What follows belongs to an exercise in optimizing a design on an open flow for small area, a short achievable clock period and few clock cycles per item; a production flow would make more cautious choices.
Where RTL was checked, it was by simulation tests only, not by an equivalence proof against the original.
Function not checked in run 2: the RTL went through the layout flow alone.
No activity file was given, so power comes from the tool's default toggle rates.

## flow/design.v (module list and top-level ports; edited modules follow where they fit)
// module COMP_Control: 827 lines
// module FA: 4 lines
module COMP_Control(
    input clock,
    input rst,
    input start_trigger,
    input reset_act,
    input reset_data,
    input signed [15:0] K0,
    input signed [15:0] K1,
    input signed [15:0] K2,
    input signed [17:0] setPoint,
    input signed [17:0] data,
    output reg busy,
    output wire signed [15:0] COMP_output
    );
  // ...
==> flow/run.sh <==
#!/bin/bash
# synth_recipe.tcl (not shown) runs the flow's synth.tcl, then flattens the netlist and writes it again
# the make line also repeats each setting of config.mk as NAME=value (left out here)
make -C /OpenROAD-flow-scripts/flow DESIGN_CONFIG=/design/flow/config.mk WORK_HOME=/design/flow/orfs CLKGATE_MAP_FILE= SYNTH_SCRIPT=/design/flow/synth_recipe.tcl finish
==> flow/config.mk <==
export PLATFORM = sky130hd
export DESIGN_NAME = COMP_Control
export DESIGN_NICKNAME = COMP_Control
export VERILOG_FILES = /design/flow/design.v
export SDC_FILE = /design/flow/constraint.sdc
export NUM_CORES = 4
export LEC_CHECK = 0
export CAP_MARGIN = 20
export CORE_MARGIN = 2
export CORE_UTILIZATION = 40
export SLEW_MARGIN = 20
export SYNTH_HIERARCHICAL = 1
export SYNTH_MINIMUM_KEEP_SIZE = 0
==> flow/constraint.sdc <==
create_clock -name core_clock -period 12.0 [get_ports {clock}]
set_input_delay 2.4000 -clock core_clock [delete_from_list [all_inputs] [get_ports {clock}]]
set_output_delay 2.4000 -clock core_clock [all_outputs]
set_load 0.01 [all_outputs]
==> impl_metrics.csv, run 1 <==
group,metric,value,unit
detailed_routing,drt-total-wl,41.7,mm
outcome,status,"no timing/DRC/antenna violations",
yosys,synth_top_area_cell,"fa_1",
worst_setup_path,cpPeakStageDelay,0.63,ns
layout,largest_cell_class,"multi-input gates",
global_routing,globalRouteMet3Util,2.62,%
yosys,synthAdderAreaFrac,33.5,%
die,num_rows,73,
timing,hold_viol,0,
worst_hold_path,hold_path_depth,2,
detailed_routing,drt_drc_violations_left,0,
worst_hold_path,min_from,"e1[12]",
power,power_switching,830,uW
power,seq_power_share,31.6,%
global_routing,grt_use_met2,32.3,%
clock_network,clk-insertion-delay-late,0.45,ns
worst_setup_path,path_class,"reg2out",
layout,layout_common_cells,"fa_1, xnor2_1, dfxtp_1",
detailed_routing,wl_met1,18.8,mm
layout,multi_input_cells,1353,
global_routing,grt_usage,20.4,%
clock_network,cts.htree.levels,4,
yosys,synth_cells,1665,
placement,io_buffers,105,
clock_network,numCtsBuffers,17,
detailed_routing,wl_met2,19.5,mm
layout,area.growth.synth_to_final,12.9,%
placement,post-place-cells,2219,
yosys,synth-edff-count,0,
power,powerDensity,125,mW/mm^2
clock_network,postCtsSetupBuffers,0,
worst_setup_path,crit_cells,9,
detailed_routing,wire_per_inst,18.5,um
layout,n_antenna_cell,0,
clock_network,cts.clk_slew.worst_paths,0.08,ns
power,p_leak,0.00745,uW
layout,fin_util,45.8,%
Testbench counts, summed over its fixed seeds: cycles 96,000, items 24,000.
==> run 2: changes to the inputs <==
==> flow/design.v (replaced) <==
module COMP_Control(
    input clock,
    input rst,
    input start_trigger,
    input reset_act,
    input reset_data,
    input signed [15:0] K0,
    input signed [15:0] K1,
    input signed [15:0] K2,
    input signed [17:0] setPoint,
    input signed [17:0] data,
    output reg busy,
    output wire signed [15:0] COMP_output
    );
    reg [18:0] e0, e1, e2;
    reg [47:0] S, C;
    reg [15:0] Kr;
    reg sB, sC, sD;    
    wire load = start_trigger & ~busy & ~reset_act & ~rst;
    wire clr_all = rst | (reset_act & reset_data);
    wire [18:0] diff = {setPoint[17], setPoint} - {data[17], data};
    wire [47:0] acc = S + C;
    assign COMP_output = {acc[47], acc[29:15]};
    wire d0_one = e2[0] ^ 1'b0;
    wire d0_two = (e2[1] & ~e2[0] & ~1'b0) | (~e2[1] & e2[0] & 1'b0);
    wire d0_neg = (e2[1] & ~(e2[0] & 1'b0)) ^ sC;
    wire d0_pp0 = ((d0_one & Kr[0])) ^ d0_neg;
    wire d0_pp1 = ((d0_one & Kr[1]) | (d0_two & Kr[0])) ^ d0_neg;
    wire d0_pp2 = ((d0_one & Kr[2]) | (d0_two & Kr[1])) ^ d0_neg;
    wire d0_pp3 = ((d0_one & Kr[3]) | (d0_two & Kr[2])) ^ d0_neg;
    wire d0_pp4 = ((d0_one & Kr[4]) | (d0_two & Kr[3])) ^ d0_neg;
    wire d0_pp5 = ((d0_one & Kr[5]) | (d0_two & Kr[4])) ^ d0_neg;
    wire d0_pp6 = ((d0_one & Kr[6]) | (d0_two & Kr[5])) ^ d0_neg;
    wire d0_pp7 = ((d0_one & Kr[7]) | (d0_two & Kr[6])) ^ d0_neg;
    wire d0_pp8 = ((d0_one & Kr[8]) | (d0_two & Kr[7])) ^ d0_neg;
    wire d0_pp9 = ((d0_one & Kr[9]) | (d0_two & Kr[8])) ^ d0_neg;
    wire d0_pp10 = ((d0_one & Kr[10]) | (d0_two & Kr[9])) ^ d0_neg;
    wire d0_pp11 = ((d0_one & Kr[11]) | (d0_two & Kr[10])) ^ d0_neg;
    wire d0_pp12 = ((d0_one & Kr[12]) | (d0_two & Kr[11])) ^ d0_neg;
    wire d0_pp13 = ((d0_one & Kr[13]) | (d0_two & Kr[12])) ^ d0_neg;
    wire d0_pp14 = ((d0_one & Kr[14]) | (d0_two & Kr[13])) ^ d0_neg;
    wire d0_pp15 = ((d0_one & Kr[15]) | (d0_two & Kr[14])) ^ d0_neg;
    wire d0_pp16 = ((d0_two & Kr[15])) ^ d0_neg;
    wire d1_one = e2[2] ^ e2[1];
    wire d1_two = (e2[3] & ~e2[2] & ~e2[1]) | (~e2[3] & e2[2] & e2[1]);
    wire d1_neg = (e2[3] & ~(e2[2] & e2[1])) ^ sC;
    wire d1_pp0 = ((d1_one & Kr[0])) ^ d1_neg;
    wire d1_pp1 = ((d1_one & Kr[1]) | (d1_two & Kr[0])) ^ d1_neg;
    wire d1_pp2 = ((d1_one & Kr[2]) | (d1_two & Kr[1])) ^ d1_neg;
    wire d1_pp3 = ((d1_one & Kr[3]) | (d1_two & Kr[2])) ^ d1_neg;
    wire d1_pp4 = ((d1_one & Kr[4]) | (d1_two & Kr[3])) ^ d1_neg;
    wire d1_pp5 = ((d1_one & Kr[5]) | (d1_two & Kr[4])) ^ d1_neg;
    wire d1_pp6 = ((d1_one & Kr[6]) | (d1_two & Kr[5])) ^ d1_neg;
    wire d1_pp7 = ((d1_one & Kr[7]) | (d1_two & Kr[6])) ^ d1_neg;
    wire d1_pp8 = ((d1_one & Kr[8]) | (d1_two & Kr[7])) ^ d1_neg;
    wire d1_pp9 = ((d1_one & Kr[9]) | (d1_two & Kr[8])) ^ d1_neg;
    wire d1_pp10 = ((d1_one & Kr[10]) | (d1_two & Kr[9])) ^ d1_neg;
    wire d1_pp11 = ((d1_one & Kr[11]) | (d1_two & Kr[10])) ^ d1_neg;
    wire d1_pp12 = ((d1_one & Kr[12]) | (d1_two & Kr[11])) ^ d1_neg;
    wire d1_pp13 = ((d1_one & Kr[13]) | (d1_two & Kr[12])) ^ d1_neg;
    wire d1_pp14 = ((d1_one & Kr[14]) | (d1_two & Kr[13])) ^ d1_neg;
    wire d1_pp15 = ((d1_one & Kr[15]) | (d1_two & Kr[14])) ^ d1_neg;
    wire d1_pp16 = ((d1_two & Kr[15])) ^ d1_neg;
    wire d2_one = e2[4] ^ e2[3];
    wire d2_two = (e2[5] & ~e2[4] & ~e2[3]) | (~e2[5] & e2[4] & e2[3]);
    wire d2_neg = (e2[5] & ~(e2[4] & e2[3])) ^ sC;
    wire d2_pp0 = ((d2_one & Kr[0])) ^ d2_neg;
    wire d2_pp1 = ((d2_one & Kr[1]) | (d2_two & Kr[0])) ^ d2_neg;
    wire d2_pp2 = ((d2_one & Kr[2]) | (d2_two & Kr[1])) ^ d2_neg;
    wire d2_pp3 = ((d2_one & Kr[3]) | (d2_two & Kr[2])) ^ d2_neg;
    wire d2_pp4 = ((d2_one & Kr[4]) | (d2_two & Kr[3])) ^ d2_neg;
    wire d2_pp5 = ((d2_one & Kr[5]) | (d2_two & Kr[4])) ^ d2_neg;
    wire d2_pp6 = ((d2_one & Kr[6]) | (d2_two & Kr[5])) ^ d2_neg;
    wire d2_pp7 = ((d2_one & Kr[7]) | (d2_two & Kr[6])) ^ d2_neg;
    wire d2_pp8 = ((d2_one & Kr[8]) | (d2_two & Kr[7])) ^ d2_neg;
    wire d2_pp9 = ((d2_one & Kr[9]) | (d2_two & Kr[8])) ^ d2_neg;
    wire d2_pp10 = ((d2_one & Kr[10]) | (d2_two & Kr[9])) ^ d2_neg;
    wire d2_pp11 = ((d2_one & Kr[11]) | (d2_two & Kr[10])) ^ d2_neg;
    wire d2_pp12 = ((d2_one & Kr[12]) | (d2_two & Kr[11])) ^ d2_neg;
    wire d2_pp13 = ((d2_one & Kr[13]) | (d2_two & Kr[12])) ^ d2_neg;
    wire d2_pp14 = ((d2_one & Kr[14]) | (d2_two & Kr[13])) ^ d2_neg;
    wire d2_pp15 = ((d2_one & Kr[15]) | (d2_two & Kr[14])) ^ d2_neg;
    wire d2_pp16 = ((d2_two & Kr[15])) ^ d2_neg;
    wire d3_one = e2[6] ^ e2[5];
    wire d3_two = (e2[7] & ~e2[6] & ~e2[5]) | (~e2[7] & e2[6] & e2[5]);
    wire d3_neg = (e2[7] & ~(e2[6] & e2[5])) ^ sC;
    wire d3_pp0 = ((d3_one & Kr[0])) ^ d3_neg;
    wire d3_pp1 = ((d3_one & Kr[1]) | (d3_two & Kr[0])) ^ d3_neg;
    wire d3_pp2 = ((d3_one & Kr[2]) | (d3_two & Kr[1])) ^ d3_neg;
    wire d3_pp3 = ((d3_one & Kr[3]) | (d3_two & Kr[2])) ^ d3_neg;
    wire d3_pp4 = ((d3_one & Kr[4]) | (d3_two & Kr[3])) ^ d3_neg;
    wire d3_pp5 = ((d3_one & Kr[5]) | (d3_two & Kr[4])) ^ d3_neg;
    wire d3_pp6 = ((d3_one & Kr[6]) | (d3_two & Kr[5])) ^ d3_neg;
    wire d3_pp7 = ((d3_one & Kr[7]) | (d3_two & Kr[6])) ^ d3_neg;
    wire d3_pp8 = ((d3_one & Kr[8]) | (d3_two & Kr[7])) ^ d3_neg;
    wire d3_pp9 = ((d3_one & Kr[9]) | (d3_two & Kr[8])) ^ d3_neg;
    wire d3_pp10 = ((d3_one & Kr[10]) | (d3_two & Kr[9])) ^ d3_neg;
    wire d3_pp11 = ((d3_one & Kr[11]) | (d3_two & Kr[10])) ^ d3_neg;
    wire d3_pp12 = ((d3_one & Kr[12]) | (d3_two & Kr[11])) ^ d3_neg;
    wire d3_pp13 = ((d3_one & Kr[13]) | (d3_two & Kr[12])) ^ d3_neg;
    wire d3_pp14 = ((d3_one & Kr[14]) | (d3_two & Kr[13])) ^ d3_neg;
    wire d3_pp15 = ((d3_one & Kr[15]) | (d3_two & Kr[14])) ^ d3_neg;
    wire d3_pp16 = ((d3_two & Kr[15])) ^ d3_neg;
    wire d4_one = e2[8] ^ e2[7];
    wire d4_two = (e2[9] & ~e2[8] & ~e2[7]) | (~e2[9] & e2[8] & e2[7]);
    wire d4_neg = (e2[9] & ~(e2[8] & e2[7])) ^ sC;
    wire d4_pp0 = ((d4_one & Kr[0])) ^ d4_neg;
    wire d4_pp1 = ((d4_one & Kr[1]) | (d4_two & Kr[0])) ^ d4_neg;
    wire d4_pp2 = ((d4_one & Kr[2]) | (d4_two & Kr[1])) ^ d4_neg;
    wire d4_pp3 = ((d4_one & Kr[3]) | (d4_two & Kr[2])) ^ d4_neg;
    wire d4_pp4 = ((d4_one & Kr[4]) | (d4_two & Kr[3])) ^ d4_neg;
    wire d4_pp5 = ((d4_one & Kr[5]) | (d4_two & Kr[4])) ^ d4_neg;
    wire d4_pp6 = ((d4_one & Kr[6]) | (d4_two & Kr[5])) ^ d4_neg;
    wire d4_pp7 = ((d4_one & Kr[7]) | (d4_two & Kr[6])) ^ d4_neg;
    wire d4_pp8 = ((d4_one & Kr[8]) | (d4_two & Kr[7])) ^ d4_neg;
    wire d4_pp9 = ((d4_one & Kr[9]) | (d4_two & Kr[8])) ^ d4_neg;
    wire d4_pp10 = ((d4_one & Kr[10]) | (d4_two & Kr[9])) ^ d4_neg;
    wire d4_pp11 = ((d4_one & Kr[11]) | (d4_two & Kr[10])) ^ d4_neg;
    wire d4_pp12 = ((d4_one & Kr[12]) | (d4_two & Kr[11])) ^ d4_neg;
    wire d4_pp13 = ((d4_one & Kr[13]) | (d4_two & Kr[12])) ^ d4_neg;
    wire d4_pp14 = ((d4_one & Kr[14]) | (d4_two & Kr[13])) ^ d4_neg;
    wire d4_pp15 = ((d4_one & Kr[15]) | (d4_two & Kr[14])) ^ d4_neg;
    wire d4_pp16 = ((d4_two & Kr[15])) ^ d4_neg;
    wire d5_one = e2[10] ^ e2[9];
    wire d5_two = (e2[11] & ~e2[10] & ~e2[9]) | (~e2[11] & e2[10] & e2[9]);
    wire d5_neg = (e2[11] & ~(e2[10] & e2[9])) ^ sC;
    wire d5_pp0 = ((d5_one & Kr[0])) ^ d5_neg;
    wire d5_pp1 = ((d5_one & Kr[1]) | (d5_two & Kr[0])) ^ d5_neg;
    wire d5_pp2 = ((d5_one & Kr[2]) | (d5_two & Kr[1])) ^ d5_neg;
    wire d5_pp3 = ((d5_one & Kr[3]) | (d5_two & Kr[2])) ^ d5_neg;
    wire d5_pp4 = ((d5_one & Kr[4]) | (d5_two & Kr[3])) ^ d5_neg;
    wire d5_pp5 = ((d5_one & Kr[5]) | (d5_two & Kr[4])) ^ d5_neg;
    wire d5_pp6 = ((d5_one & Kr[6]) | (d5_two & Kr[5])) ^ d5_neg;
    wire d5_pp7 = ((d5_one & Kr[7]) | (d5_two & Kr[6])) ^ d5_neg;
    wire d5_pp8 = ((d5_one & Kr[8]) | (d5_two & Kr[7])) ^ d5_neg;
    wire d5_pp9 = ((d5_one & Kr[9]) | (d5_two & Kr[8])) ^ d5_neg;
    wire d5_pp10 = ((d5_one & Kr[10]) | (d5_two & Kr[9])) ^ d5_neg;
    wire d5_pp11 = ((d5_one & Kr[11]) | (d5_two & Kr[10])) ^ d5_neg;
    wire d5_pp12 = ((d5_one & Kr[12]) | (d5_two & Kr[11])) ^ d5_neg;
    wire d5_pp13 = ((d5_one & Kr[13]) | (d5_two & Kr[12])) ^ d5_neg;
    wire d5_pp14 = ((d5_one & Kr[14]) | (d5_two & Kr[13])) ^ d5_neg;
    wire d5_pp15 = ((d5_one & Kr[15]) | (d5_two & Kr[14])) ^ d5_neg;
    wire d5_pp16 = ((d5_two & Kr[15])) ^ d5_neg;
    wire d6_one = e2[12] ^ e2[11];
    wire d6_two = (e2[13] & ~e2[12] & ~e2[11]) | (~e2[13] & e2[12] & e2[11]);
    wire d6_neg = (e2[13] & ~(e2[12] & e2[11])) ^ sC;
    wire d6_pp0 = ((d6_one & Kr[0])) ^ d6_neg;
    wire d6_pp1 = ((d6_one & Kr[1]) | (d6_two & Kr[0])) ^ d6_neg;
    wire d6_pp2 = ((d6_one & Kr[2]) | (d6_two & Kr[1])) ^ d6_neg;
    wire d6_pp3 = ((d6_one & Kr[3]) | (d6_two & Kr[2])) ^ d6_neg;
    wire d6_pp4 = ((d6_one & Kr[4]) | (d6_two & Kr[3])) ^ d6_neg;
    wire d6_pp5 = ((d6_one & Kr[5]) | (d6_two & Kr[4])) ^ d6_neg;
    wire d6_pp6 = ((d6_one & Kr[6]) | (d6_two & Kr[5])) ^ d6_neg;
    wire d6_pp7 = ((d6_one & Kr[7]) | (d6_two & Kr[6])) ^ d6_neg;
    wire d6_pp8 = ((d6_one & Kr[8]) | (d6_two & Kr[7])) ^ d6_neg;
    wire d6_pp9 = ((d6_one & Kr[9]) | (d6_two & Kr[8])) ^ d6_neg;
    wire d6_pp10 = ((d6_one & Kr[10]) | (d6_two & Kr[9])) ^ d6_neg;
    wire d6_pp11 = ((d6_one & Kr[11]) | (d6_two & Kr[10])) ^ d6_neg;
    wire d6_pp12 = ((d6_one & Kr[12]) | (d6_two & Kr[11])) ^ d6_neg;
    wire d6_pp13 = ((d6_one & Kr[13]) | (d6_two & Kr[12])) ^ d6_neg;
    wire d6_pp14 = ((d6_one & Kr[14]) | (d6_two & Kr[13])) ^ d6_neg;
    wire d6_pp15 = ((d6_one & Kr[15]) | (d6_two & Kr[14])) ^ d6_neg;
    wire d6_pp16 = ((d6_two & Kr[15])) ^ d6_neg;
    wire d7_one = e2[14] ^ e2[13];
    wire d7_two = (e2[15] & ~e2[14] & ~e2[13]) | (~e2[15] & e2[14] & e2[13]);
    wire d7_neg = (e2[15] & ~(e2[14] & e2[13])) ^ sC;
    wire d7_pp0 = ((d7_one & Kr[0])) ^ d7_neg;
    wire d7_pp1 = ((d7_one & Kr[1]) | (d7_two & Kr[0])) ^ d7_neg;
    wire d7_pp2 = ((d7_one & Kr[2]) | (d7_two & Kr[1])) ^ d7_neg;
    wire d7_pp3 = ((d7_one & Kr[3]) | (d7_two & Kr[2])) ^ d7_neg;
    wire d7_pp4 = ((d7_one & Kr[4]) | (d7_two & Kr[3])) ^ d7_neg;
    wire d7_pp5 = ((d7_one & Kr[5]) | (d7_two & Kr[4])) ^ d7_neg;
    wire d7_pp6 = ((d7_one & Kr[6]) | (d7_two & Kr[5])) ^ d7_neg;
    wire d7_pp7 = ((d7_one & Kr[7]) | (d7_two & Kr[6])) ^ d7_neg;
    wire d7_pp8 = ((d7_one & Kr[8]) | (d7_two & Kr[7])) ^ d7_neg;
    wire d7_pp9 = ((d7_one & Kr[9]) | (d7_two & Kr[8])) ^ d7_neg;
    wire d7_pp10 = ((d7_one & Kr[10]) | (d7_two & Kr[9])) ^ d7_neg;
    wire d7_pp11 = ((d7_one & Kr[11]) | (d7_two & Kr[10])) ^ d7_neg;
    wire d7_pp12 = ((d7_one & Kr[12]) | (d7_two & Kr[11])) ^ d7_neg;
    wire d7_pp13 = ((d7_one & Kr[13]) | (d7_two & Kr[12])) ^ d7_neg;
    wire d7_pp14 = ((d7_one & Kr[14]) | (d7_two & Kr[13])) ^ d7_neg;
    wire d7_pp15 = ((d7_one & Kr[15]) | (d7_two & Kr[14])) ^ d7_neg;
    wire d7_pp16 = ((d7_two & Kr[15])) ^ d7_neg;
    wire d8_one = e2[16] ^ e2[15];
    wire d8_two = (e2[17] & ~e2[16] & ~e2[15]) | (~e2[17] & e2[16] & e2[15]);
    wire d8_neg = (e2[17] & ~(e2[16] & e2[15])) ^ sC;
    wire d8_pp0 = ((d8_one & Kr[0])) ^ d8_neg;
    wire d8_pp1 = ((d8_one & Kr[1]) | (d8_two & Kr[0])) ^ d8_neg;
    wire d8_pp2 = ((d8_one & Kr[2]) | (d8_two & Kr[1])) ^ d8_neg;
    wire d8_pp3 = ((d8_one & Kr[3]) | (d8_two & Kr[2])) ^ d8_neg;
    wire d8_pp4 = ((d8_one & Kr[4]) | (d8_two & Kr[3])) ^ d8_neg;
    wire d8_pp5 = ((d8_one & Kr[5]) | (d8_two & Kr[4])) ^ d8_neg;
    wire d8_pp6 = ((d8_one & Kr[6]) | (d8_two & Kr[5])) ^ d8_neg;
    wire d8_pp7 = ((d8_one & Kr[7]) | (d8_two & Kr[6])) ^ d8_neg;
    wire d8_pp8 = ((d8_one & Kr[8]) | (d8_two & Kr[7])) ^ d8_neg;
    wire d8_pp9 = ((d8_one & Kr[9]) | (d8_two & Kr[8])) ^ d8_neg;
    wire d8_pp10 = ((d8_one & Kr[10]) | (d8_two & Kr[9])) ^ d8_neg;
    wire d8_pp11 = ((d8_one & Kr[11]) | (d8_two & Kr[10])) ^ d8_neg;
    wire d8_pp12 = ((d8_one & Kr[12]) | (d8_two & Kr[11])) ^ d8_neg;
    wire d8_pp13 = ((d8_one & Kr[13]) | (d8_two & Kr[12])) ^ d8_neg;
    wire d8_pp14 = ((d8_one & Kr[14]) | (d8_two & Kr[13])) ^ d8_neg;
    wire d8_pp15 = ((d8_one & Kr[15]) | (d8_two & Kr[14])) ^ d8_neg;
    wire d8_pp16 = ((d8_two & Kr[15])) ^ d8_neg;
    wire d9_one = e2[18] ^ e2[17];
    wire d9_two = (e2[18] & ~e2[18] & ~e2[17]) | (~e2[18] & e2[18] & e2[17]);
    wire d9_neg = (e2[18] & ~(e2[18] & e2[17])) ^ sC;
    wire d9_pp0 = ((d9_one & Kr[0])) ^ d9_neg;
    wire d9_pp1 = ((d9_one & Kr[1]) | (d9_two & Kr[0])) ^ d9_neg;
    wire d9_pp2 = ((d9_one & Kr[2]) | (d9_two & Kr[1])) ^ d9_neg;
    wire d9_pp3 = ((d9_one & Kr[3]) | (d9_two & Kr[2])) ^ d9_neg;
    wire d9_pp4 = ((d9_one & Kr[4]) | (d9_two & Kr[3])) ^ d9_neg;
    wire d9_pp5 = ((d9_one & Kr[5]) | (d9_two & Kr[4])) ^ d9_neg;
    wire d9_pp6 = ((d9_one & Kr[6]) | (d9_two & Kr[5])) ^ d9_neg;
    wire d9_pp7 = ((d9_one & Kr[7]) | (d9_two & Kr[6])) ^ d9_neg;
    wire d9_pp8 = ((d9_one & Kr[8]) | (d9_two & Kr[7])) ^ d9_neg;
    wire d9_pp9 = ((d9_one & Kr[9]) | (d9_two & Kr[8])) ^ d9_neg;
    wire d9_pp10 = ((d9_one & Kr[10]) | (d9_two & Kr[9])) ^ d9_neg;
    wire d9_pp11 = ((d9_one & Kr[11]) | (d9_two & Kr[10])) ^ d9_neg;
    wire d9_pp12 = ((d9_one & Kr[12]) | (d9_two & Kr[11])) ^ d9_neg;
    wire d9_pp13 = ((d9_one & Kr[13]) | (d9_two & Kr[12])) ^ d9_neg;
    wire d9_pp14 = ((d9_one & Kr[14]) | (d9_two & Kr[13])) ^ d9_neg;
    wire d9_pp15 = ((d9_one & Kr[15]) | (d9_two & Kr[14])) ^ d9_neg;
    wire d9_pp16 = ((d9_two & Kr[15])) ^ d9_neg;
    wire h1_s = S[12] ^ C[12];
    wire h1_c = S[12] & C[12];
    wire h2_s = S[13] ^ C[13];
    wire h2_c = S[13] & C[13];
    wire f3_s, f3_c;
    FA u3 (.a(S[14]), .b(C[14]), .c(d0_pp14), .s(f3_s), .co(f3_c));
    wire h4_s = d1_pp12 ^ d2_pp10;
    wire h4_c = d1_pp12 & d2_pp10;
    wire f5_s, f5_c;
    FA u5 (.a(S[15]), .b(C[15]), .c(d0_pp15), .s(f5_s), .co(f5_c));
    wire h6_s = d1_pp13 ^ d2_pp11;
    wire h6_c = d1_pp13 & d2_pp11;
    wire f7_s, f7_c;
    FA u7 (.a(S[16]), .b(C[16]), .c(d0_pp16), .s(f7_s), .co(f7_c));
    wire f8_s, f8_c;
    FA u8 (.a(d1_pp14), .b(d2_pp12), .c(d3_pp10), .s(f8_s), .co(f8_c));
    wire h9_s = d4_pp8 ^ d5_pp6;
    wire h9_c = d4_pp8 & d5_pp6;
    wire f10_s, f10_c;
    FA u10 (.a(1'b1), .b(S[17]), .c(C[17]), .s(f10_s), .co(f10_c));
    wire f11_s, f11_c;
    FA u11 (.a(~d0_neg), .b(d1_pp15), .c(d2_pp13), .s(f11_s), .co(f11_c));
    wire f12_s, f12_c;
    FA u12 (.a(d3_pp11), .b(d4_pp9), .c(d5_pp7), .s(f12_s), .co(f12_c));
    wire f13_s, f13_c;
    FA u13 (.a(1'b1), .b(S[18]), .c(C[18]), .s(f13_s), .co(f13_c));
    wire f14_s, f14_c;
    FA u14 (.a(d1_pp16), .b(d2_pp14), .c(d3_pp12), .s(f14_s), .co(f14_c));
    wire f15_s, f15_c;
    FA u15 (.a(d4_pp10), .b(d5_pp8), .c(d6_pp6), .s(f15_s), .co(f15_c));
    wire h16_s = d7_pp4 ^ d8_pp2;
    wire h16_c = d7_pp4 & d8_pp2;
    wire f17_s, f17_c;
    FA u17 (.a(S[19]), .b(C[19]), .c(~d1_neg), .s(f17_s), .co(f17_c));
    wire f18_s, f18_c;
    FA u18 (.a(d2_pp15), .b(d3_pp13), .c(d4_pp11), .s(f18_s), .co(f18_c));
    wire f19_s, f19_c;
    FA u19 (.a(d5_pp9), .b(d6_pp7), .c(d7_pp5), .s(f19_s), .co(f19_c));
    wire f20_s, f20_c;
    FA u20 (.a(1'b1), .b(S[20]), .c(C[20]), .s(f20_s), .co(f20_c));
    wire f21_s, f21_c;
    FA u21 (.a(d2_pp16), .b(d3_pp14), .c(d4_pp12), .s(f21_s), .co(f21_c));
    wire h22_s = d5_pp10 ^ d6_pp8;
    wire h22_c = d5_pp10 & d6_pp8;
    wire f23_s, f23_c;
    FA u23 (.a(S[21]), .b(C[21]), .c(~d2_neg), .s(f23_s), .co(f23_c));
    wire f24_s, f24_c;
    FA u24 (.a(d3_pp15), .b(d4_pp13), .c(d5_pp11), .s(f24_s), .co(f24_c));
    wire f25_s, f25_c;
    FA u25 (.a(1'b1), .b(S[22]), .c(C[22]), .s(f25_s), .co(f25_c));
    wire h26_s = d3_pp16 ^ d4_pp14;
    wire h26_c = d3_pp16 & d4_pp14;
    wire f27_s, f27_c;
    FA u27 (.a(S[23]), .b(C[23]), .c(~d3_neg), .s(f27_s), .co(f27_c));
    wire h28_s = 1'b1 ^ S[24];
    wire h28_c = 1'b1 & S[24];
    wire h29_s = S[6] ^ C[6];
    wire h29_c = S[6] & C[6];
    wire h30_s = S[7] ^ C[7];
    wire h30_c = S[7] & C[7];
    wire f31_s, f31_c;
    FA u31 (.a(S[8]), .b(C[8]), .c(d0_pp8), .s(f31_s), .co(f31_c));
    wire h32_s = d1_pp6 ^ d2_pp4;
    wire h32_c = d1_pp6 & d2_pp4;
    wire f33_s, f33_c;
    FA u33 (.a(S[9]), .b(C[9]), .c(d0_pp9), .s(f33_s), .co(f33_c));
    wire h34_s = d1_pp7 ^ d2_pp5;
    wire h34_c = d1_pp7 & d2_pp5;
    wire f35_s, f35_c;
    FA u35 (.a(S[10]), .b(C[10]), .c(d0_pp10), .s(f35_s), .co(f35_c));
    wire f36_s, f36_c;
    FA u36 (.a(d1_pp8), .b(d2_pp6), .c(d3_pp4), .s(f36_s), .co(f36_c));
    wire h37_s = d4_pp2 ^ d5_pp0;
    wire h37_c = d4_pp2 & d5_pp0;
    wire f38_s, f38_c;
    FA u38 (.a(S[11]), .b(C[11]), .c(d0_pp11), .s(f38_s), .co(f38_c));
    wire f39_s, f39_c;
    FA u39 (.a(d1_pp9), .b(d2_pp7), .c(d3_pp5), .s(f39_s), .co(f39_c));
    wire h40_s = d4_pp3 ^ d5_pp1;
    wire h40_c = d4_pp3 & d5_pp1;
    wire f41_s, f41_c;
    FA u41 (.a(h1_s), .b(d0_pp12), .c(d1_pp10), .s(f41_s), .co(f41_c));
    wire f42_s, f42_c;
    FA u42 (.a(d2_pp8), .b(d3_pp6), .c(d4_pp4), .s(f42_s), .co(f42_c));
    wire f43_s, f43_c;
    FA u43 (.a(d5_pp2), .b(d6_pp0), .c(d6_neg), .s(f43_s), .co(f43_c));
    wire f44_s, f44_c;
    FA u44 (.a(h1_c), .b(h2_s), .c(d0_pp13), .s(f44_s), .co(f44_c));
    wire f45_s, f45_c;
    FA u45 (.a(d1_pp11), .b(d2_pp9), .c(d3_pp7), .s(f45_s), .co(f45_c));
    wire f46_s, f46_c;
    FA u46 (.a(d4_pp5), .b(d5_pp3), .c(d6_pp1), .s(f46_s), .co(f46_c));
    wire f47_s, f47_c;
    FA u47 (.a(h2_c), .b(d3_pp8), .c(d4_pp6), .s(f47_s), .co(f47_c));
    wire f48_s, f48_c;
    FA u48 (.a(d5_pp4), .b(d6_pp2), .c(d7_pp0), .s(f48_s), .co(f48_c));
    wire f49_s, f49_c;
    FA u49 (.a(d7_neg), .b(h4_s), .c(f3_s), .s(f49_s), .co(f49_c));
    wire f50_s, f50_c;
    FA u50 (.a(d3_pp9), .b(d4_pp7), .c(d5_pp5), .s(f50_s), .co(f50_c));
    wire f51_s, f51_c;
    FA u51 (.a(d6_pp3), .b(d7_pp1), .c(h4_c), .s(f51_s), .co(f51_c));
    wire f52_s, f52_c;
    FA u52 (.a(h6_s), .b(f3_c), .c(f5_s), .s(f52_s), .co(f52_c));
    wire f53_s, f53_c;
    FA u53 (.a(d6_pp4), .b(d7_pp2), .c(d8_pp0), .s(f53_s), .co(f53_c));
    wire f54_s, f54_c;
    FA u54 (.a(d8_neg), .b(h6_c), .c(h9_s), .s(f54_s), .co(f54_c));
    wire f55_s, f55_c;
    FA u55 (.a(f5_c), .b(f7_s), .c(f8_s), .s(f55_s), .co(f55_c));
    wire f56_s, f56_c;
    FA u56 (.a(f10_s), .b(d6_pp5), .c(d7_pp3), .s(f56_s), .co(f56_c));
    wire f57_s, f57_c;
    FA u57 (.a(d8_pp1), .b(h9_c), .c(f7_c), .s(f57_s), .co(f57_c));
    wire f58_s, f58_c;
    FA u58 (.a(f8_c), .b(f11_s), .c(f12_s), .s(f58_s), .co(f58_c));
    wire f59_s, f59_c;
    FA u59 (.a(f10_c), .b(f13_s), .c(d9_pp0), .s(f59_s), .co(f59_c));
    wire f60_s, f60_c;
    FA u60 (.a(d9_neg), .b(h16_s), .c(f11_c), .s(f60_s), .co(f60_c));
    wire f61_s, f61_c;
    FA u61 (.a(f12_c), .b(f14_s), .c(f15_s), .s(f61_s), .co(f61_c));
    wire f62_s, f62_c;
    FA u62 (.a(f13_c), .b(d8_pp3), .c(d9_pp1), .s(f62_s), .co(f62_c));
    wire f63_s, f63_c;
    FA u63 (.a(h16_c), .b(f14_c), .c(f15_c), .s(f63_s), .co(f63_c));
    wire f64_s, f64_c;
    FA u64 (.a(f17_s), .b(f18_s), .c(f19_s), .s(f64_s), .co(f64_c));
    wire f65_s, f65_c;
    FA u65 (.a(f20_s), .b(d7_pp6), .c(d8_pp4), .s(f65_s), .co(f65_c));
    wire f66_s, f66_c;
    FA u66 (.a(d9_pp2), .b(h22_s), .c(f17_c), .s(f66_s), .co(f66_c));
    wire f67_s, f67_c;
    FA u67 (.a(f18_c), .b(f19_c), .c(f21_s), .s(f67_s), .co(f67_c));
    wire f68_s, f68_c;
    FA u68 (.a(f20_c), .b(d6_pp9), .c(d7_pp7), .s(f68_s), .co(f68_c));
    wire f69_s, f69_c;
    FA u69 (.a(d8_pp5), .b(d9_pp3), .c(h22_c), .s(f69_s), .co(f69_c));
    wire f70_s, f70_c;
    FA u70 (.a(f21_c), .b(f23_s), .c(f24_s), .s(f70_s), .co(f70_c));
    wire f71_s, f71_c;
    FA u71 (.a(f25_s), .b(d5_pp12), .c(d6_pp10), .s(f71_s), .co(f71_c));
    wire f72_s, f72_c;
    FA u72 (.a(d7_pp8), .b(d8_pp6), .c(d9_pp4), .s(f72_s), .co(f72_c));
    wire f73_s, f73_c;
    FA u73 (.a(h26_s), .b(f23_c), .c(f24_c), .s(f73_s), .co(f73_c));
    wire f74_s, f74_c;
    FA u74 (.a(f25_c), .b(d4_pp15), .c(d5_pp13), .s(f74_s), .co(f74_c));
    wire f75_s, f75_c;
    FA u75 (.a(d6_pp11), .b(d7_pp9), .c(d8_pp7), .s(f75_s), .co(f75_c));
    wire f76_s, f76_c;
    FA u76 (.a(d9_pp5), .b(h26_c), .c(f27_s), .s(f76_s), .co(f76_c));
    wire f77_s, f77_c;
    FA u77 (.a(C[24]), .b(h28_s), .c(d4_pp16), .s(f77_s), .co(f77_c));
    wire f78_s, f78_c;
    FA u78 (.a(d5_pp14), .b(d6_pp12), .c(d7_pp10), .s(f78_s), .co(f78_c));
    wire f79_s, f79_c;
    FA u79 (.a(d8_pp8), .b(d9_pp6), .c(f27_c), .s(f79_s), .co(f79_c));
    wire f80_s, f80_c;
    FA u80 (.a(S[25]), .b(C[25]), .c(h28_c), .s(f80_s), .co(f80_c));
    wire f81_s, f81_c;
    FA u81 (.a(~d4_neg), .b(d5_pp15), .c(d6_pp13), .s(f81_s), .co(f81_c));
    wire f82_s, f82_c;
    FA u82 (.a(d7_pp11), .b(d8_pp9), .c(d9_pp7), .s(f82_s), .co(f82_c));
    wire f83_s, f83_c;
    FA u83 (.a(1'b1), .b(S[26]), .c(C[26]), .s(f83_s), .co(f83_c));
    wire f84_s, f84_c;
    FA u84 (.a(d5_pp16), .b(d6_pp14), .c(d7_pp12), .s(f84_s), .co(f84_c));
    wire h85_s = d8_pp10 ^ d9_pp8;
    wire h85_c = d8_pp10 & d9_pp8;
    wire f86_s, f86_c;
    FA u86 (.a(S[27]), .b(C[27]), .c(~d5_neg), .s(f86_s), .co(f86_c));
    wire f87_s, f87_c;
    FA u87 (.a(d6_pp15), .b(d7_pp13), .c(d8_pp11), .s(f87_s), .co(f87_c));
    wire f88_s, f88_c;
    FA u88 (.a(1'b1), .b(S[28]), .c(C[28]), .s(f88_s), .co(f88_c));
    wire h89_s = d6_pp16 ^ d7_pp14;
    wire h89_c = d6_pp16 & d7_pp14;
    wire f90_s, f90_c;
    FA u90 (.a(S[29]), .b(C[29]), .c(~d6_neg), .s(f90_s), .co(f90_c));
    wire h91_s = 1'b1 ^ S[30];
    wire h91_c = 1'b1 & S[30];
    wire h92_s = S[2] ^ C[2];
    wire h92_c = S[2] & C[2];
    wire h93_s = S[3] ^ C[3];
    wire h93_c = S[3] & C[3];
    wire f94_s, f94_c;
    FA u94 (.a(S[4]), .b(C[4]), .c(d0_pp4), .s(f94_s), .co(f94_c));
    wire h95_s = d1_pp2 ^ d2_pp0;
    wire h95_c = d1_pp2 & d2_pp0;
    wire f96_s, f96_c;
    FA u96 (.a(S[5]), .b(C[5]), .c(d0_pp5), .s(f96_s), .co(f96_c));
    wire h97_s = d1_pp3 ^ d2_pp1;
    wire h97_c = d1_pp3 & d2_pp1;
    wire f98_s, f98_c;
    FA u98 (.a(h29_s), .b(d0_pp6), .c(d1_pp4), .s(f98_s), .co(f98_c));
    wire f99_s, f99_c;
    FA u99 (.a(d2_pp2), .b(d3_pp0), .c(d3_neg), .s(f99_s), .co(f99_c));
    wire f100_s, f100_c;
    FA u100 (.a(h29_c), .b(h30_s), .c(d0_pp7), .s(f100_s), .co(f100_c));
    wire f101_s, f101_c;
    FA u101 (.a(d1_pp5), .b(d2_pp3), .c(d3_pp1), .s(f101_s), .co(f101_c));
    wire f102_s, f102_c;
    FA u102 (.a(h30_c), .b(d3_pp2), .c(d4_pp0), .s(f102_s), .co(f102_c));
    wire f103_s, f103_c;
    FA u103 (.a(d4_neg), .b(h32_s), .c(f31_s), .s(f103_s), .co(f103_c));
    wire f104_s, f104_c;
    FA u104 (.a(d3_pp3), .b(d4_pp1), .c(h32_c), .s(f104_s), .co(f104_c));
    wire f105_s, f105_c;
    FA u105 (.a(h34_s), .b(f31_c), .c(f33_s), .s(f105_s), .co(f105_c));
    wire f106_s, f106_c;
    FA u106 (.a(d5_neg), .b(h34_c), .c(h37_s), .s(f106_s), .co(f106_c));
    wire f107_s, f107_c;
    FA u107 (.a(f33_c), .b(f35_s), .c(f36_s), .s(f107_s), .co(f107_c));
    wire f108_s, f108_c;
    FA u108 (.a(h37_c), .b(h40_s), .c(f35_c), .s(f108_s), .co(f108_c));
    wire f109_s, f109_c;
    FA u109 (.a(f36_c), .b(f38_s), .c(f39_s), .s(f109_s), .co(f109_c));
    wire f110_s, f110_c;
    FA u110 (.a(h40_c), .b(f38_c), .c(f39_c), .s(f110_s), .co(f110_c));
    wire f111_s, f111_c;
    FA u111 (.a(f41_s), .b(f42_s), .c(f43_s), .s(f111_s), .co(f111_c));
    wire f112_s, f112_c;
    FA u112 (.a(f41_c), .b(f42_c), .c(f43_c), .s(f112_s), .co(f112_c));
    wire f113_s, f113_c;
    FA u113 (.a(f44_s), .b(f45_s), .c(f46_s), .s(f113_s), .co(f113_c));
    wire f114_s, f114_c;
    FA u114 (.a(f44_c), .b(f45_c), .c(f46_c), .s(f114_s), .co(f114_c));
    wire f115_s, f115_c;
    FA u115 (.a(f47_s), .b(f48_s), .c(f49_s), .s(f115_s), .co(f115_c));
    wire f116_s, f116_c;
    FA u116 (.a(f47_c), .b(f48_c), .c(f50_s), .s(f116_s), .co(f116_c));
    wire f117_s, f117_c;
    FA u117 (.a(f51_s), .b(f49_c), .c(f52_s), .s(f117_s), .co(f117_c));
    wire f118_s, f118_c;
    FA u118 (.a(f50_c), .b(f53_s), .c(f51_c), .s(f118_s), .co(f118_c));
    wire f119_s, f119_c;
    FA u119 (.a(f54_s), .b(f52_c), .c(f55_s), .s(f119_s), .co(f119_c));
    wire f120_s, f120_c;
    FA u120 (.a(f53_c), .b(f56_s), .c(f54_c), .s(f120_s), .co(f120_c));
    wire f121_s, f121_c;
    FA u121 (.a(f55_c), .b(f57_s), .c(f58_s), .s(f121_s), .co(f121_c));
    wire f122_s, f122_c;
    FA u122 (.a(f56_c), .b(f59_s), .c(f57_c), .s(f122_s), .co(f122_c));
    wire f123_s, f123_c;
    FA u123 (.a(f58_c), .b(f60_s), .c(f61_s), .s(f123_s), .co(f123_c));
    wire f124_s, f124_c;
    FA u124 (.a(f59_c), .b(f62_s), .c(f60_c), .s(f124_s), .co(f124_c));
    wire f125_s, f125_c;
    FA u125 (.a(f61_c), .b(f63_s), .c(f64_s), .s(f125_s), .co(f125_c));
    wire f126_s, f126_c;
    FA u126 (.a(f62_c), .b(f65_s), .c(f63_c), .s(f126_s), .co(f126_c));
    wire f127_s, f127_c;
    FA u127 (.a(f64_c), .b(f66_s), .c(f67_s), .s(f127_s), .co(f127_c));
    wire f128_s, f128_c;
    FA u128 (.a(f65_c), .b(f68_s), .c(f69_s), .s(f128_s), .co(f128_c));
    wire f129_s, f129_c;
    FA u129 (.a(f66_c), .b(f67_c), .c(f70_s), .s(f129_s), .co(f129_c));
    wire f130_s, f130_c;
    FA u130 (.a(f68_c), .b(f71_s), .c(f72_s), .s(f130_s), .co(f130_c));
    wire f131_s, f131_c;
    FA u131 (.a(f69_c), .b(f70_c), .c(f73_s), .s(f131_s), .co(f131_c));
    wire f132_s, f132_c;
    FA u132 (.a(f71_c), .b(f72_c), .c(f74_s), .s(f132_s), .co(f132_c));
    wire f133_s, f133_c;
    FA u133 (.a(f75_s), .b(f73_c), .c(f76_s), .s(f133_s), .co(f133_c));
    wire f134_s, f134_c;
    FA u134 (.a(f74_c), .b(f75_c), .c(f77_s), .s(f134_s), .co(f134_c));
    wire f135_s, f135_c;
    FA u135 (.a(f78_s), .b(f76_c), .c(f79_s), .s(f135_s), .co(f135_c));
    wire f136_s, f136_c;
    FA u136 (.a(f80_s), .b(f77_c), .c(f78_c), .s(f136_s), .co(f136_c));
    wire f137_s, f137_c;
    FA u137 (.a(f81_s), .b(f82_s), .c(f79_c), .s(f137_s), .co(f137_c));
    wire f138_s, f138_c;
    FA u138 (.a(f83_s), .b(f80_c), .c(h85_s), .s(f138_s), .co(f138_c));
    wire f139_s, f139_c;
    FA u139 (.a(f81_c), .b(f82_c), .c(f84_s), .s(f139_s), .co(f139_c));
    wire f140_s, f140_c;
    FA u140 (.a(f83_c), .b(d9_pp9), .c(h85_c), .s(f140_s), .co(f140_c));
    wire f141_s, f141_c;
    FA u141 (.a(f84_c), .b(f86_s), .c(f87_s), .s(f141_s), .co(f141_c));
    wire f142_s, f142_c;
    FA u142 (.a(f88_s), .b(d8_pp12), .c(d9_pp10), .s(f142_s), .co(f142_c));
    wire f143_s, f143_c;
    FA u143 (.a(h89_s), .b(f86_c), .c(f87_c), .s(f143_s), .co(f143_c));
    wire f144_s, f144_c;
    FA u144 (.a(f88_c), .b(d7_pp15), .c(d8_pp13), .s(f144_s), .co(f144_c));
    wire f145_s, f145_c;
    FA u145 (.a(d9_pp11), .b(h89_c), .c(f90_s), .s(f145_s), .co(f145_c));
    wire f146_s, f146_c;
    FA u146 (.a(C[30]), .b(h91_s), .c(d7_pp16), .s(f146_s), .co(f146_c));
    wire f147_s, f147_c;
    FA u147 (.a(d8_pp14), .b(d9_pp12), .c(f90_c), .s(f147_s), .co(f147_c));
    wire f148_s, f148_c;
    FA u148 (.a(S[31]), .b(C[31]), .c(h91_c), .s(f148_s), .co(f148_c));
    wire f149_s, f149_c;
    FA u149 (.a(~d7_neg), .b(d8_pp15), .c(d9_pp13), .s(f149_s), .co(f149_c));
    wire f150_s, f150_c;
    FA u150 (.a(1'b1), .b(S[32]), .c(C[32]), .s(f150_s), .co(f150_c));
    wire h151_s = d8_pp16 ^ d9_pp14;
    wire h151_c = d8_pp16 & d9_pp14;
    wire f152_s, f152_c;
    FA u152 (.a(S[33]), .b(C[33]), .c(~d8_neg), .s(f152_s), .co(f152_c));
    wire h153_s = 1'b1 ^ S[34];
    wire h153_c = 1'b1 & S[34];
    wire h154_s = S[0] ^ C[0];
    wire h154_c = S[0] & C[0];
    wire h155_s = S[1] ^ C[1];
    wire h155_c = S[1] & C[1];
    wire f156_s, f156_c;
    FA u156 (.a(h92_s), .b(d0_pp2), .c(d1_pp0), .s(f156_s), .co(f156_c));
    wire f157_s, f157_c;
    FA u157 (.a(h92_c), .b(h93_s), .c(d0_pp3), .s(f157_s), .co(f157_c));
    wire f158_s, f158_c;
    FA u158 (.a(h93_c), .b(d2_neg), .c(h95_s), .s(f158_s), .co(f158_c));
    wire f159_s, f159_c;
    FA u159 (.a(h95_c), .b(h97_s), .c(f94_c), .s(f159_s), .co(f159_c));
    wire f160_s, f160_c;
    FA u160 (.a(h97_c), .b(f96_c), .c(f98_s), .s(f160_s), .co(f160_c));
    wire f161_s, f161_c;
    FA u161 (.a(f98_c), .b(f99_c), .c(f100_s), .s(f161_s), .co(f161_c));
    wire f162_s, f162_c;
    FA u162 (.a(f100_c), .b(f101_c), .c(f102_s), .s(f162_s), .co(f162_c));
    wire f163_s, f163_c;
    FA u163 (.a(f102_c), .b(f104_s), .c(f103_c), .s(f163_s), .co(f163_c));
    wire f164_s, f164_c;
    FA u164 (.a(f104_c), .b(f106_s), .c(f105_c), .s(f164_s), .co(f164_c));
    wire f165_s, f165_c;
    FA u165 (.a(f106_c), .b(f107_c), .c(f108_s), .s(f165_s), .co(f165_c));
    wire f166_s, f166_c;
    FA u166 (.a(f108_c), .b(f109_c), .c(f110_s), .s(f166_s), .co(f166_c));
    wire f167_s, f167_c;
    FA u167 (.a(f110_c), .b(f111_c), .c(f112_s), .s(f167_s), .co(f167_c));
    wire f168_s, f168_c;
    FA u168 (.a(f112_c), .b(f113_c), .c(f114_s), .s(f168_s), .co(f168_c));
    wire f169_s, f169_c;
    FA u169 (.a(f114_c), .b(f116_s), .c(f115_c), .s(f169_s), .co(f169_c));
    wire f170_s, f170_c;
    FA u170 (.a(f116_c), .b(f118_s), .c(f117_c), .s(f170_s), .co(f170_c));
    wire f171_s, f171_c;
    FA u171 (.a(f118_c), .b(f120_s), .c(f119_c), .s(f171_s), .co(f171_c));
    wire f172_s, f172_c;
    FA u172 (.a(f120_c), .b(f122_s), .c(f121_c), .s(f172_s), .co(f172_c));
    wire f173_s, f173_c;
    FA u173 (.a(f122_c), .b(f124_s), .c(f123_c), .s(f173_s), .co(f173_c));
    wire f174_s, f174_c;
    FA u174 (.a(f124_c), .b(f126_s), .c(f125_c), .s(f174_s), .co(f174_c));
    wire f175_s, f175_c;
    FA u175 (.a(f128_s), .b(f126_c), .c(f127_c), .s(f175_s), .co(f175_c));
    wire f176_s, f176_c;
    FA u176 (.a(f130_s), .b(f128_c), .c(f129_c), .s(f176_s), .co(f176_c));
    wire f177_s, f177_c;
    FA u177 (.a(f130_c), .b(f132_s), .c(f131_c), .s(f177_s), .co(f177_c));
    wire f178_s, f178_c;
    FA u178 (.a(f132_c), .b(f134_s), .c(f133_c), .s(f178_s), .co(f178_c));
    wire f179_s, f179_c;
    FA u179 (.a(f134_c), .b(f136_s), .c(f135_c), .s(f179_s), .co(f179_c));
    wire f180_s, f180_c;
    FA u180 (.a(f138_s), .b(f136_c), .c(f139_s), .s(f180_s), .co(f180_c));
    wire f181_s, f181_c;
    FA u181 (.a(f138_c), .b(f140_s), .c(f139_c), .s(f181_s), .co(f181_c));
    wire f182_s, f182_c;
    FA u182 (.a(f142_s), .b(f140_c), .c(f141_c), .s(f182_s), .co(f182_c));
    wire f183_s, f183_c;
    FA u183 (.a(f142_c), .b(f144_s), .c(f143_c), .s(f183_s), .co(f183_c));
    wire f184_s, f184_c;
    FA u184 (.a(f144_c), .b(f146_s), .c(f145_c), .s(f184_s), .co(f184_c));
    wire f185_s, f185_c;
    FA u185 (.a(f148_s), .b(f146_c), .c(f149_s), .s(f185_s), .co(f185_c));
    wire f186_s, f186_c;
    FA u186 (.a(f150_s), .b(f148_c), .c(h151_s), .s(f186_s), .co(f186_c));
    wire f187_s, f187_c;
    FA u187 (.a(f150_c), .b(d9_pp15), .c(h151_c), .s(f187_s), .co(f187_c));
    wire f188_s, f188_c;
    FA u188 (.a(C[34]), .b(h153_s), .c(d9_pp16), .s(f188_s), .co(f188_c));
    wire f189_s, f189_c;
    FA u189 (.a(S[35]), .b(C[35]), .c(h153_c), .s(f189_s), .co(f189_c));
    wire h190_s = 1'b1 ^ S[36];
    wire h190_c = 1'b1 & S[36];
    wire h191_s = 1'b1 ^ S[37];
    wire h191_c = 1'b1 & S[37];
    wire h192_s = 1'b1 ^ S[38];
    wire h192_c = 1'b1 & S[38];
    wire h193_s = 1'b1 ^ S[39];
    wire h193_c = 1'b1 & S[39];
    wire h194_s = 1'b1 ^ S[40];
    wire h194_c = 1'b1 & S[40];
    wire h195_s = 1'b1 ^ S[41];
    wire h195_c = 1'b1 & S[41];
    wire h196_s = 1'b1 ^ S[42];
    wire h196_c = 1'b1 & S[42];
    wire h197_s = 1'b1 ^ S[43];
    wire h197_c = 1'b1 & S[43];
    wire h198_s = 1'b1 ^ S[44];
    wire h198_c = 1'b1 & S[44];
    wire h199_s = 1'b1 ^ S[45];
    wire h199_c = 1'b1 & S[45];
    wire h200_s = 1'b1 ^ S[46];
    wire h200_c = 1'b1 & S[46];
    wire h201_s = 1'b1 ^ S[47];
    wire h201_c = 1'b1 & S[47];
    wire h202_s = h154_s ^ d0_pp0;
    wire h202_c = h154_s & d0_pp0;
    wire f203_s, f203_c;
    FA u203 (.a(h154_c), .b(h155_s), .c(d0_pp1), .s(f203_s), .co(f203_c));
    wire f204_s, f204_c;
    FA u204 (.a(h155_c), .b(d1_neg), .c(f156_s), .s(f204_s), .co(f204_c));
    wire f205_s, f205_c;
    FA u205 (.a(d1_pp1), .b(f156_c), .c(f157_s), .s(f205_s), .co(f205_c));
    wire f206_s, f206_c;
    FA u206 (.a(f157_c), .b(f94_s), .c(f158_s), .s(f206_s), .co(f206_c));
    wire f207_s, f207_c;
    FA u207 (.a(f96_s), .b(f158_c), .c(f159_s), .s(f207_s), .co(f207_c));
    wire f208_s, f208_c;
    FA u208 (.a(f99_s), .b(f159_c), .c(f160_s), .s(f208_s), .co(f208_c));
    wire f209_s, f209_c;
    FA u209 (.a(f101_s), .b(f160_c), .c(f161_s), .s(f209_s), .co(f209_c));
    wire f210_s, f210_c;
    FA u210 (.a(f161_c), .b(f103_s), .c(f162_s), .s(f210_s), .co(f210_c));
    wire f211_s, f211_c;
    FA u211 (.a(f162_c), .b(f105_s), .c(f163_s), .s(f211_s), .co(f211_c));
    wire f212_s, f212_c;
    FA u212 (.a(f107_s), .b(f163_c), .c(f164_s), .s(f212_s), .co(f212_c));
    wire f213_s, f213_c;
    FA u213 (.a(f109_s), .b(f164_c), .c(f165_s), .s(f213_s), .co(f213_c));
    wire f214_s, f214_c;
    FA u214 (.a(f111_s), .b(f165_c), .c(f166_s), .s(f214_s), .co(f214_c));
    wire f215_s, f215_c;
    FA u215 (.a(f113_s), .b(f166_c), .c(f167_s), .s(f215_s), .co(f215_c));
    wire f216_s, f216_c;
    FA u216 (.a(f167_c), .b(f168_s), .c(f115_s), .s(f216_s), .co(f216_c));
    wire f217_s, f217_c;
    FA u217 (.a(f168_c), .b(f117_s), .c(f169_s), .s(f217_s), .co(f217_c));
    wire f218_s, f218_c;
    FA u218 (.a(f119_s), .b(f169_c), .c(f170_s), .s(f218_s), .co(f218_c));
    wire f219_s, f219_c;
    FA u219 (.a(f121_s), .b(f170_c), .c(f171_s), .s(f219_s), .co(f219_c));
    wire f220_s, f220_c;
    FA u220 (.a(f123_s), .b(f171_c), .c(f172_s), .s(f220_s), .co(f220_c));
    wire f221_s, f221_c;
    FA u221 (.a(f125_s), .b(f172_c), .c(f173_s), .s(f221_s), .co(f221_c));
    wire f222_s, f222_c;
    FA u222 (.a(f127_s), .b(f173_c), .c(f174_s), .s(f222_s), .co(f222_c));
    wire f223_s, f223_c;
    FA u223 (.a(f129_s), .b(f174_c), .c(f175_s), .s(f223_s), .co(f223_c));
    wire f224_s, f224_c;
    FA u224 (.a(f131_s), .b(f175_c), .c(f176_s), .s(f224_s), .co(f224_c));
    wire f225_s, f225_c;
    FA u225 (.a(f133_s), .b(f176_c), .c(f177_s), .s(f225_s), .co(f225_c));
    wire f226_s, f226_c;
    FA u226 (.a(f135_s), .b(f177_c), .c(f178_s), .s(f226_s), .co(f226_c));
    wire f227_s, f227_c;
    FA u227 (.a(f137_s), .b(f178_c), .c(f179_s), .s(f227_s), .co(f227_c));
    wire f228_s, f228_c;
    FA u228 (.a(f137_c), .b(f180_s), .c(f179_c), .s(f228_s), .co(f228_c));
    wire f229_s, f229_c;
    FA u229 (.a(f141_s), .b(f180_c), .c(f181_s), .s(f229_s), .co(f229_c));
    wire f230_s, f230_c;
    FA u230 (.a(f143_s), .b(f181_c), .c(f182_s), .s(f230_s), .co(f230_c));
    wire f231_s, f231_c;
    FA u231 (.a(f145_s), .b(f182_c), .c(f183_s), .s(f231_s), .co(f231_c));
    wire f232_s, f232_c;
    FA u232 (.a(f147_s), .b(f183_c), .c(f184_s), .s(f232_s), .co(f232_c));
    wire f233_s, f233_c;
    FA u233 (.a(f147_c), .b(f185_s), .c(f184_c), .s(f233_s), .co(f233_c));
    wire f234_s, f234_c;
    FA u234 (.a(f149_c), .b(f186_s), .c(f185_c), .s(f234_s), .co(f234_c));
    wire f235_s, f235_c;
    FA u235 (.a(f152_s), .b(f186_c), .c(f187_s), .s(f235_s), .co(f235_c));
    wire f236_s, f236_c;
    FA u236 (.a(f152_c), .b(f188_s), .c(f187_c), .s(f236_s), .co(f236_c));
    wire f237_s, f237_c;
    FA u237 (.a(f189_s), .b(~d9_neg), .c(f188_c), .s(f237_s), .co(f237_c));
    wire f238_s, f238_c;
    FA u238 (.a(C[36]), .b(h190_s), .c(f189_c), .s(f238_s), .co(f238_c));
    wire f239_s, f239_c;
    FA u239 (.a(C[37]), .b(h190_c), .c(h191_s), .s(f239_s), .co(f239_c));
    wire f240_s, f240_c;
    FA u240 (.a(C[38]), .b(h191_c), .c(h192_s), .s(f240_s), .co(f240_c));
    wire f241_s, f241_c;
    FA u241 (.a(C[39]), .b(h192_c), .c(h193_s), .s(f241_s), .co(f241_c));
    wire f242_s, f242_c;
    FA u242 (.a(C[40]), .b(h193_c), .c(h194_s), .s(f242_s), .co(f242_c));
    wire f243_s, f243_c;
    FA u243 (.a(C[41]), .b(h194_c), .c(h195_s), .s(f243_s), .co(f243_c));
    wire f244_s, f244_c;
    FA u244 (.a(C[42]), .b(h195_c), .c(h196_s), .s(f244_s), .co(f244_c));
    wire f245_s, f245_c;
    FA u245 (.a(C[43]), .b(h196_c), .c(h197_s), .s(f245_s), .co(f245_c));
    wire f246_s, f246_c;
    FA u246 (.a(C[44]), .b(h197_c), .c(h198_s), .s(f246_s), .co(f246_c));
    wire f247_s, f247_c;
    FA u247 (.a(C[45]), .b(h198_c), .c(h199_s), .s(f247_s), .co(f247_c));
    wire f248_s, f248_c;
    FA u248 (.a(C[46]), .b(h199_c), .c(h200_s), .s(f248_s), .co(f248_c));
    wire f249_s, f249_c;
    FA u249 (.a(C[47]), .b(h200_c), .c(h201_s), .s(f249_s), .co(f249_c));
    wire [47:0] S_n, C_n;
    assign S_n[0] = d0_neg;
    assign C_n[0] = h202_s;
    assign S_n[1] = h202_c;
    assign C_n[1] = f203_s;
    assign S_n[2] = f203_c;
    assign C_n[2] = f204_s;
    assign S_n[3] = f204_c;
    assign C_n[3] = f205_s;
    assign S_n[4] = f205_c;
    assign C_n[4] = f206_s;
    assign S_n[5] = f206_c;
    assign C_n[5] = f207_s;
    assign S_n[6] = f207_c;
    assign C_n[6] = f208_s;
    assign S_n[7] = f208_c;
    assign C_n[7] = f209_s;
    assign S_n[8] = f209_c;
    assign C_n[8] = f210_s;
    assign S_n[9] = f210_c;
    assign C_n[9] = f211_s;
    assign S_n[10] = f211_c;
    assign C_n[10] = f212_s;
    assign S_n[11] = f212_c;
    assign C_n[11] = f213_s;
    assign S_n[12] = f213_c;
    assign C_n[12] = f214_s;
    assign S_n[13] = f214_c;
    assign C_n[13] = f215_s;
    assign S_n[14] = f215_c;
    assign C_n[14] = f216_s;
    assign S_n[15] = f216_c;
    assign C_n[15] = f217_s;
    assign S_n[16] = f217_c;
    assign C_n[16] = f218_s;
    assign S_n[17] = f218_c;
    assign C_n[17] = f219_s;
    assign S_n[18] = f219_c;
    assign C_n[18] = f220_s;
    assign S_n[19] = f220_c;
    assign C_n[19] = f221_s;
    assign S_n[20] = f221_c;
    assign C_n[20] = f222_s;
    assign S_n[21] = f222_c;
    assign C_n[21] = f223_s;
    assign S_n[22] = f223_c;
    assign C_n[22] = f224_s;
    assign S_n[23] = f224_c;
    assign C_n[23] = f225_s;
    assign S_n[24] = f225_c;
    assign C_n[24] = f226_s;
    assign S_n[25] = f226_c;
    assign C_n[25] = f227_s;
    assign S_n[26] = f227_c;
    assign C_n[26] = f228_s;
    assign S_n[27] = f229_s;
    assign C_n[27] = f228_c;
    assign S_n[28] = f229_c;
    assign C_n[28] = f230_s;
    assign S_n[29] = f230_c;
    assign C_n[29] = f231_s;
    assign S_n[30] = f231_c;
    assign C_n[30] = f232_s;
    assign S_n[31] = f232_c;
    assign C_n[31] = f233_s;
    assign S_n[32] = f234_s;
    assign C_n[32] = f233_c;
    assign S_n[33] = f235_s;
    assign C_n[33] = f234_c;
    assign S_n[34] = f235_c;
    assign C_n[34] = f236_s;
    assign S_n[35] = f237_s;
    assign C_n[35] = f236_c;
    assign S_n[36] = f238_s;
    assign C_n[36] = f237_c;
    assign S_n[37] = f239_s;
    assign C_n[37] = f238_c;
    assign S_n[38] = f239_c;
    assign C_n[38] = f240_s;
    assign S_n[39] = f240_c;
    assign C_n[39] = f241_s;
    assign S_n[40] = f241_c;
    assign C_n[40] = f242_s;
    assign S_n[41] = f242_c;
    assign C_n[41] = f243_s;
    assign S_n[42] = f243_c;
    assign C_n[42] = f244_s;
    assign S_n[43] = f244_c;
    assign C_n[43] = f245_s;
    assign S_n[44] = f245_c;
    assign C_n[44] = f246_s;
    assign S_n[45] = f246_c;
    assign C_n[45] = f247_s;
    assign S_n[46] = f247_c;
    assign C_n[46] = f248_s;
    assign S_n[47] = f248_c;
    assign C_n[47] = f249_s;
    always @(posedge clock) begin
        if (load)
            Kr <= K2;
        else if (sB & ~rst)
            Kr <= K1;
        else if (sC & ~rst)
            Kr <= K0;
        else
            Kr <= 16'd0;
        if (rst) begin
            busy <= 1'b0;
            sB <= 1'b0;
            sC <= 1'b0;
            sD <= 1'b0;
        end else begin
            busy <= load | sB | sC;
            sB <= load;
            sC <= sB;
            sD <= sC;
        end
        if (clr_all) begin
            S <= 48'd0;
            C <= 48'd0;
            e0 <= 19'd0;
            e1 <= 19'd0;
            e2 <= 19'd0;
        end else begin
            S <= S_n;
            C <= C_n;
            if (reset_act) begin
                e0 <= 19'd0;
            end else if (load) begin
                e0 <= diff;
                e1 <= e0;
                e2 <= e1;
            end else if (busy) begin
                e0 <= e2;
                e1 <= e0;
                e2 <= e1;
            end
        end
    end
endmodule
module FA(input a, input b, input c, output s, output co);
    assign s = a ^ b ^ c;
    assign co = (a & b) | (a & c) | (b & c);
endmodule
==> flow/flow/run.sh (new file) <==
#!/bin/bash
# The standard layout (standard.sh: the standard flow's synthesis, floorplan, placement,
# CTS, routing) at the design's clock period and constraints, with two
# changes to how hard the resizer works:
#  - repair_timing aims for a setup slack of SETUP_MARGIN ns instead of 0,
#    so the critical paths get sized and buffered although the 12 ns clock
#    would already be met;
#  - the port buffers are buf_2 cells rather than the resizer's pick.
set -euo pipefail
cd "$(dirname "$0")/.."
SETUP_MARGIN=$(cat flow/setup_margin.txt)
bash standard.sh "SETUP_SLACK_MARGIN=$SETUP_MARGIN" \
  "BUFFER_PORTS_ARGS=-buffer_cell sky130_fd_sc_hd__buf_2" finish > standard_make.log 2>&1
==> flow/flow/setup_margin.txt (new file) <==
7.5
==> flow/standard.sh (new file) <==
#!/bin/bash
# synth_recipe.tcl (not shown) runs the flow's synth.tcl, then flattens the netlist and writes it again
# the make line also repeats each setting of config.mk as NAME=value (left out here)
make -C /OpenROAD-flow-scripts/flow DESIGN_CONFIG=/design/flow/config.mk WORK_HOME=/design/flow/orfs CLKGATE_MAP_FILE= SYNTH_SCRIPT=/design/flow/synth_recipe.tcl "${@:-finish}"
removed: flow/run.sh
==> run 2 against run 1 <==
Compared with the run above: critical path depth grew 2; design area fell by 0.43%; still clean on timing, DRC and antenna; sequential share of layout area is 0.17 points higher.
==> impl_metrics.csv, run 2 <==
group,metric,value,unit
yosys,synth.cell_area,0.0160,sq mm
layout,area.growth.synth_to_final,13.0,%
worst_setup_path,path_class,"reg2out",
worst_setup_path,path_max_fanout,3,
worst_setup_path,crit_slowest_cell,"dfxtp_2",
yosys,synth_top_area_share,26.4,%
layout,regArea,0.00346,sq mm
job,cap_violations,0,
layout,final_area,0.0181,sq mm
yosys,synth_cells,1668,
die,start_util,40.4,%
detailed_routing,drt_drc_violations_left,0,
layout,final_common_cell,"fa_1",
yosys,yosys_warnings,7,
layout,n_antenna_cell,0,
placement,dpl.hpwl,31.1,mm
timing,rsz0062_at_grt,"true",
detailed_routing,wire_per_inst,18.6,um
die,coreArea,0.0396,sq mm
worst_setup_path,crit_arrival,2.94,ns
global_routing,overflow,0,
die,io_pins,106,
global_routing,grt_pass1_wl,69.6,mm
placement,place_area,0.0169,sq mm
timing,relSlewSlack,35.4,%
yosys,yosysUniqueCellTypes,64,
detailed_routing,routed_via_density,5.41,
yosys,synth-edff-count,0,
yosys,yosysSeqAreaShare,21.5,%
timing,setup_slack,6.66,ns
placement,io_buffers,105,
clock_network,cts.htree.levels,4,
layout,nets,2104,
power,powerDensity,127,mW/mm^2
yosys,synthArstFlopShare,0,%
layout,drive_gt1_share,14.9,%
outcome,status,"no timing/DRC/antenna violations",
worst_hold_path,hold_class,"reg2reg",
yosys,ys_top_cells_by_area,"fa_1, dfxtp_1, xnor2_1",
die,num_rows,73,
timing,hold_viol,0,
die,die_w,204,um
clock_network,clk-insertion-delay-late,0.45,ns
placement,gp_congestion,0.850,
yosys,ys_top_cells_by_count,"fa_1, xnor2_1, dfxtp_1",
yosys,ys_seq_elements,172,
detailed_routing,drtPass1Iterations,6,
placement,pre_cts_ws,6.54,ns
power,ir_drop,95.2,uV
detailed_routing,ant_nets,0,
worst_setup_path,cpPeakStageDelay,0.33,ns
clock_network,clk_path_buf_depth,2,
detailed_routing,vias,12200,
yosys,synth_flop_cell,"dfxtp_1",
worst_setup_path,required,9.60,ns
layout,multiInputGateArea,0.0124,sq mm
clock_network,cts_tree,"yes",
clock_network,numCtsBuffers,17,
global_routing,grt_max_degree,96,
timing,finalCritPeriodShare,44.5,%
timing,skew,0.0143,ns
timing,tightestPinTransition,0.968,ns
worst_setup_path,path_cells,"ha_4, a211oi_4, o21ai_2, a31o_1, a211o_1, a221oi_4, buf_6, nor3_2, a221oi_2, o31a_1, buf_2",
die,die_y,204,um
layout,reg_top3,"C: 48 flops, S: 48 flops",
detailed_routing,drt_iter0_drc,987,
worst_setup_path,critPathCaptureType,"output pin",
detailed_routing,drt-total-wl,41.8,mm
layout,nFillCells,3747,
global_routing,grt_usage,21.2,%
clock_network,cts.clk_slew.worst_paths,0.08,ns
clock_network,cts-root-buf,"clkbuf_16",
yosys,synth_top_area_cell,"fa_1",
timing,min_period,5.34,ns
power,p_leak,0.00743,uW
worst_setup_path,crit_path_start_kind,"register",
timing,setup_viol,0,
yosys,avgSynthCellArea,9.61,sq um
timing,finalSetupTns,0,ns
yosys,synth.most_common_cell,"fa_1",
timing,maxSlewViolCount,0,
layout,layout_common_cells,"fa_1, xnor2_1, dfxtp_1",
clock_network,cts-hold-fix-buffers,0,
die,dieArea,0.0417,sq mm
clock_network,cts.sink_count,172,
timing,fmax,187,MHz
global_routing,grt_pass1_vias,12800,
global_routing,antenna_found_initial,0,
run 2: cell count changes after synthesis, sizes merged, moves of 5 or more:
cell,before,now
clkbuf,83,93
nor2,47,60
nor3,15,5
and3,6,1
buf,35,26
inv,43,57
a21o,21,12
a211oi,9,14
nand2,161,155
run 2: what timing repair did:
action | CTS | global route
gates cloned | 0 | 0
gates resized for setup | 46 | 46
endpoints found under the setup margin | 83 | 66
pin swaps | 17 | 24
setup buffers | 4 | 8
run 2: cell type report:
type	instances	area share, %
Clock buffer	17	2.35
Clock inverter	15	0.946
Inverter	58	1.30
Multi-Input combinational cell	1325	68.2
Sequential cell	172	19.1
Tap cell	525	3.63
Timing Repair Buffer	140	4.48
run 2: Yosys stat by module, one instance, submodules excluded:
module | times used | flops+latches
COMP_Control | 1 | 172
FA | 210 | 0
run 2: metrics by stage:
step	util, %	hold WS [ns]	total power [uW]	cells
global route	45.7	0.463	2520	2252
CTS	45.0	0.450	2310	2244
global placement	42.7	0.433	1700	2208
detailed placement	42.7	0.437	1720	2208
finish	45.7	0.451	2310	2252
floorplan	-	0.427	1430	1674
run 2: path summary, 6_finish.rpt:
check,slack (ns),from,cells after the start,endpoint
max,6.66,S[1],11,COMP_output[7]
min reg2reg,0.45,e0[12],2,e1[12]
min,0.45,e0[12],2,e1[12]
max reg2reg,7.60,sC,9,C[19]
run 2: power breakdown:
part	internal, uW	switching (uW)	leakage [uW]
registers	658	87.3	0.00141
clock network	282	286	0.000292
logic	459	535	0.00573
run 2: cell families after synthesis:
| family | share of synthesized area (%) |
|---|---|
| AO/OA/AOI/OAI | 15.9 |
| XOR/XNOR | 12.2 |
| adder cells (fa/ha/maj) | 33.4 |
| buffers and inverters | 4.32 |
| flip-flops | 21.5 |
| multiplexers | 0.312 |
| other | 0.0234 |
| AND/OR/NAND/NOR | 12.3 |
run 2: metal layers:
metal | track usage, % | wire length, um | share of wire (%) | vias to the layer above
met3 | 3.28 | 2320 | 5.5 | 85
met5 | 0 | 0 | 0 | -
met1 | 28.7 | 18700 | 45 | 5995
met2 | 34.6 | 19700 | 47 | 396
li1 | - | - | - | 5703
met4 | 7.43 | 1140 | 2.7 | 0
run 2: critical path: cells and delay by family (launching register included):
family	cells	cell delay [ns]
buffers and inverters	2	0.30
AND/OR/NAND/NOR	1	0.05
AO/OA/AOI/OAI	7	1.56
flip-flops	1	0.33
adder cells (fa/ha/maj)	1	0.24

Setup slack of run 2, layout unchanged: 6.660 ns with ideal ports, 6.603 ns with driving cells assumed (clock clkbuf_16, inputs buf_2), 7.106 ns with port delays also shifted by the 0.504 ns mid clock arrival.
